From an optimization exercise on the open Yosys and OpenROAD flow, aimed at small area and a short achievable clock period; shortcuts taken in it are not production practice. Only simulation tests tie the RTL to the original design; equivalence was not proved.

==> 10-21 <==
Design synthesis_direct_FIR, start of the top module:
module synthesis_direct_FIR(out, inp, clk, rstn);
    localparam X_SIZE = 16;    
    localparam Y_SIZE = 26;    
    output [Y_SIZE-1:0] out;
    input [X_SIZE-1:0] inp;
    input clk, rstn;
    direct_FIR DIR_FIR(.out(out), .inp(inp), .clk(clk), .rstn(rstn));
endmodule
==> flow/config.mk <==
export PLATFORM = sky130hd
export DESIGN_NAME = synthesis_direct_FIR
export DESIGN_NICKNAME = synthesis_direct_FIR
export VERILOG_FILES = /design/flow/design.v
export SDC_FILE = /design/flow/constraint.sdc
export NUM_CORES = 4
export LEC_CHECK = 0
export CAP_MARGIN = 20
export CORE_MARGIN = 2
export CORE_UTILIZATION = 65
export CTS_BUF_LIST = sky130_fd_sc_hd__clkbuf_16
export CTS_CLUSTER_DIAMETER = 80
export CTS_CLUSTER_SIZE = 25
export SLEW_MARGIN = 20
export SYNTH_HIERARCHICAL = 1
export SYNTH_MINIMUM_KEEP_SIZE = 0
==> flow/constraint.sdc <==
create_clock -name core_clock -period 11.5 [get_ports {clk}]
set_input_delay 2.3000 -clock core_clock [delete_from_list [all_inputs] [get_ports {clk}]]
set_output_delay 2.3000 -clock core_clock [all_outputs]
set_load 0.01 [all_outputs]
standard.sh (not shown) runs the stock make flow with config.mk's settings and CLKGATE_MAP_FILE= SYNTH_SCRIPT=/design/flow/synth_recipe.tcl, a recipe that flattens the netlist after the stock synthesis.
==> flow/flow/run.sh <==
#!/bin/bash
# Own layout flow: the standard ORFS flow, with the port buffers built
# from regular buffers instead of delay buffers, and setup repair asked to
# leave a margin (SETUP_MARGIN ns) so that it also works on paths that
# already meet the design's clock period.
set -euo pipefail
cd "$(dirname "$0")/.."
export BUFFER_PORTS_ARGS="-buffer_cell sky130_fd_sc_hd__buf_4"
export SETUP_SLACK_MARGIN=${SETUP_MARGIN:-8.15}
bash standard.sh > standard_make.log 2>&1
==> inputs of 09-15, as changes to 10-21 <==
--- a/flow/flow/run.sh
+++ b/flow/flow/run.sh
@@ -7,4 +7,4 @@
 cd "$(dirname "$0")/.."
 export BUFFER_PORTS_ARGS="-buffer_cell sky130_fd_sc_hd__buf_4"
-export SETUP_SLACK_MARGIN=${SETUP_MARGIN:-8.15}
+export SETUP_SLACK_MARGIN=${SETUP_MARGIN:-8.25}
 bash standard.sh > standard_make.log 2>&1
==> inputs of 04-27, as changes to 10-21 <==
--- a/flow/flow/run.sh
+++ b/flow/flow/run.sh
@@ -6,5 +6,5 @@
 set -euo pipefail
 cd "$(dirname "$0")/.."
-export BUFFER_PORTS_ARGS="-buffer_cell sky130_fd_sc_hd__buf_4"
-export SETUP_SLACK_MARGIN=${SETUP_MARGIN:-8.15}
+export BUFFER_PORTS_ARGS="-buffer_cell sky130_fd_sc_hd__buf_2"
+export SETUP_SLACK_MARGIN=${SETUP_MARGIN:-8.25}
 bash standard.sh > standard_make.log 2>&1
==> run notes <==
Core utilization, lowest first: 10-21, 09-15, 04-27. Hold slack is about the same in 10-21 and 09-15. In clock-buffer cell count, 10-21 and 09-15 do not differ. In die area, 09-15 and 10-21 do not differ. The lowest first-iteration DRC count belongs to 04-27, the highest to 10-21. Of 10-21 and 04-27, 04-27 has the higher final area (gap about 1.2%, measured against 04-27). Of 09-15 and 04-27, 04-27 has the higher cell count (gap about 0.6%, measured against 04-27). The lowest worst setup slack belongs to 09-15, the highest to 04-27. The highest non-clock buffer count belongs to 04-27, the lowest to 10-21. In 09-15 the wire length is higher than in 10-21, by about 1.2%.

========
==> inputs of maple <==
synthesis_direct_FIR, a different RTL version from the one above (not shown whole).
Settings: LEC_CHECK=0, CAP_MARGIN=20, CORE_MARGIN=2, CORE_UTILIZATION=40, CTS_BUF_LIST=sky130_fd_sc_hd__clkbuf_4 sky130_fd_sc_hd__clkbuf_8, CTS_CLUSTER_DIAMETER=60, CTS_CLUSTER_SIZE=30, SLEW_MARGIN=20, SYNTH_HIERARCHICAL=1, SYNTH_MINIMUM_KEEP_SIZE=0; clock period 11.5 ns.
==> flow/flow/run.sh <==
#!/bin/bash
# Own layout flow: the standard ORFS flow, with the port buffers built
# from regular buffers instead of delay buffers, and setup repair asked to
# leave a margin (SETUP_MARGIN ns) so that it also works on paths that
# already meet the design's clock period.
set -euo pipefail
cd "$(dirname "$0")/.."
export BUFFER_PORTS_ARGS="-buffer_cell sky130_fd_sc_hd__buf_4"
export SETUP_SLACK_MARGIN=${SETUP_MARGIN:-0}
bash standard.sh > standard_make.log 2>&1
==> inputs of xenon, as changes to maple <==
--- a/flow/flow/run.sh
+++ b/flow/flow/run.sh
@@ -6,5 +6,5 @@
 set -euo pipefail
 cd "$(dirname "$0")/.."
 export BUFFER_PORTS_ARGS="-buffer_cell sky130_fd_sc_hd__buf_4"
-export SETUP_SLACK_MARGIN=${SETUP_MARGIN:-0}
+export SETUP_SLACK_MARGIN=${SETUP_MARGIN:-8}
 bash standard.sh > standard_make.log 2>&1
==> inputs of pepper, as changes to maple <==
==> flow/run.sh (new file) <==
#!/bin/bash
# synth_recipe.tcl (not shown) runs the flow's synth.tcl, then flattens the netlist and writes it again
# the make line also repeats each setting of config.mk as NAME=value (left out here)
make -C /OpenROAD-flow-scripts/flow DESIGN_CONFIG=/design/flow/config.mk WORK_HOME=/design/flow/orfs CLKGATE_MAP_FILE= SYNTH_SCRIPT=/design/flow/synth_recipe.tcl finish
- CTS_BUF_LIST: sky130_fd_sc_hd__clkbuf_4 sky130_fd_sc_hd__clkbuf_8 -> not set
- CTS_CLUSTER_DIAMETER: 60 -> not set
- CTS_CLUSTER_SIZE: 30 -> not set
removed: flow/flow/run.sh
removed: flow/standard.sh
==> summary.md <==
| Metric | Value |
|---|---|
| Status | complete, no violations |
| First-pass GRT wire length | 65700 um |
| Drt wl/cell | 25.5 um |
| Layout cells sized above 1 | under 10% |
| Fmax | 0.261 GHz |
| CTS resizes | 0 |
| CP Launch Point | DIR_FIR.x0[11]$_SDFF_PN0_ |
The numbers above come from pepper.

==> summary.md <==
| Metric | Value |
|---|---|
| Status | complete, no violations |
| Layout cells sized above 1 | a little under 9% |
| Largest class | multi-input combinational cells |
| CTS resizes | 0 |
| CP Launch Point | DIR_FIR.x0[8]$_SDFF_PN0_ |
| Drt wl/cell | 25.2 um |
| Commonest non-fill, non-tap cell in the layout | fa_1 |
| Fmax | 0.257 GHz |
| First-pass GRT wire length | 65300 um |
The numbers above come from maple.

==> summary.md <==
| Metric | Value |
|---|---|
| Synth top area share | a little under three fifths |
| Unique masters post-synth | 53 |
| Adder-cell share of the synthesized area | a little over 60% |
| CTS resizes | 59 |
| Max clock buf depth | 3 |
| Status | complete, no violations |
| CP Launch Point | DIR_FIR.x2[6]$_DFF_P_ |
| Drt wl/cell | approximately 25 um |
| Layout cells sized above 1 | 17.0% |
| First-pass GRT wire length | 65200 um |
The numbers above come from xenon.

what the ideal ports hide:
The flow's constraints put no driver on any port. The routed layouts listed below were extracted and timed again, unchanged, in two steps. Step 1: set_driving_cell puts a clkbuf_16 on clk and a buf_2 on each other input, an assumption about the parent block. Step 2 adds t to the input delays and takes it off the output delays; t is the mean of the earliest and latest rising clock arrival at the registers after step 1. Input paths then give back, and output paths get back, about the clock's delay inside the block. Slacks: ideal ports / drivers / drivers and shift; pairs: ideal ports / drivers.
| run | shift t [ns] | slack for setup (ns) | worst hold slack (ns) | clock arrival spread, ns | slew at the worst register clock pin (ns) |
|---|---|---|---|---|---|
| 10-21 | 0.536 | 8.198 / 8.198 / 8.198 | 0.430 / 0.430 / 0.430 | 0.017 / 0.017 | 0.11 / 0.11 |
| 09-15 | 0.532 | 8.162 / 8.162 / 8.162 | 0.430 / 0.430 / 0.430 | 0.017 / 0.017 | 0.10 / 0.10 |
| 04-27 | 0.550 | 8.250 / 8.199 / 8.250 | 0.424 / 0.424 / 0.424 | 0.031 / 0.031 | 0.10 / 0.10 |
| maple | 0.618 | 7.612 / 7.612 / 7.612 | 0.527 / 0.527 / 0.527 | 0.050 / 0.050 | 0.12 / 0.12 |
| xenon | 0.616 | 8.009 / 8.009 / 8.009 | 0.412 / 0.412 / 0.412 | 0.054 / 0.054 | 0.12 / 0.12 |
| pepper | 0.601 | 7.667 / 7.648 / 7.667 | 0.541 / 0.541 / 0.541 | 0.014 / 0.013 | 0.06 / 0.06 |
After both steps setup and hold are still met in every run listed.
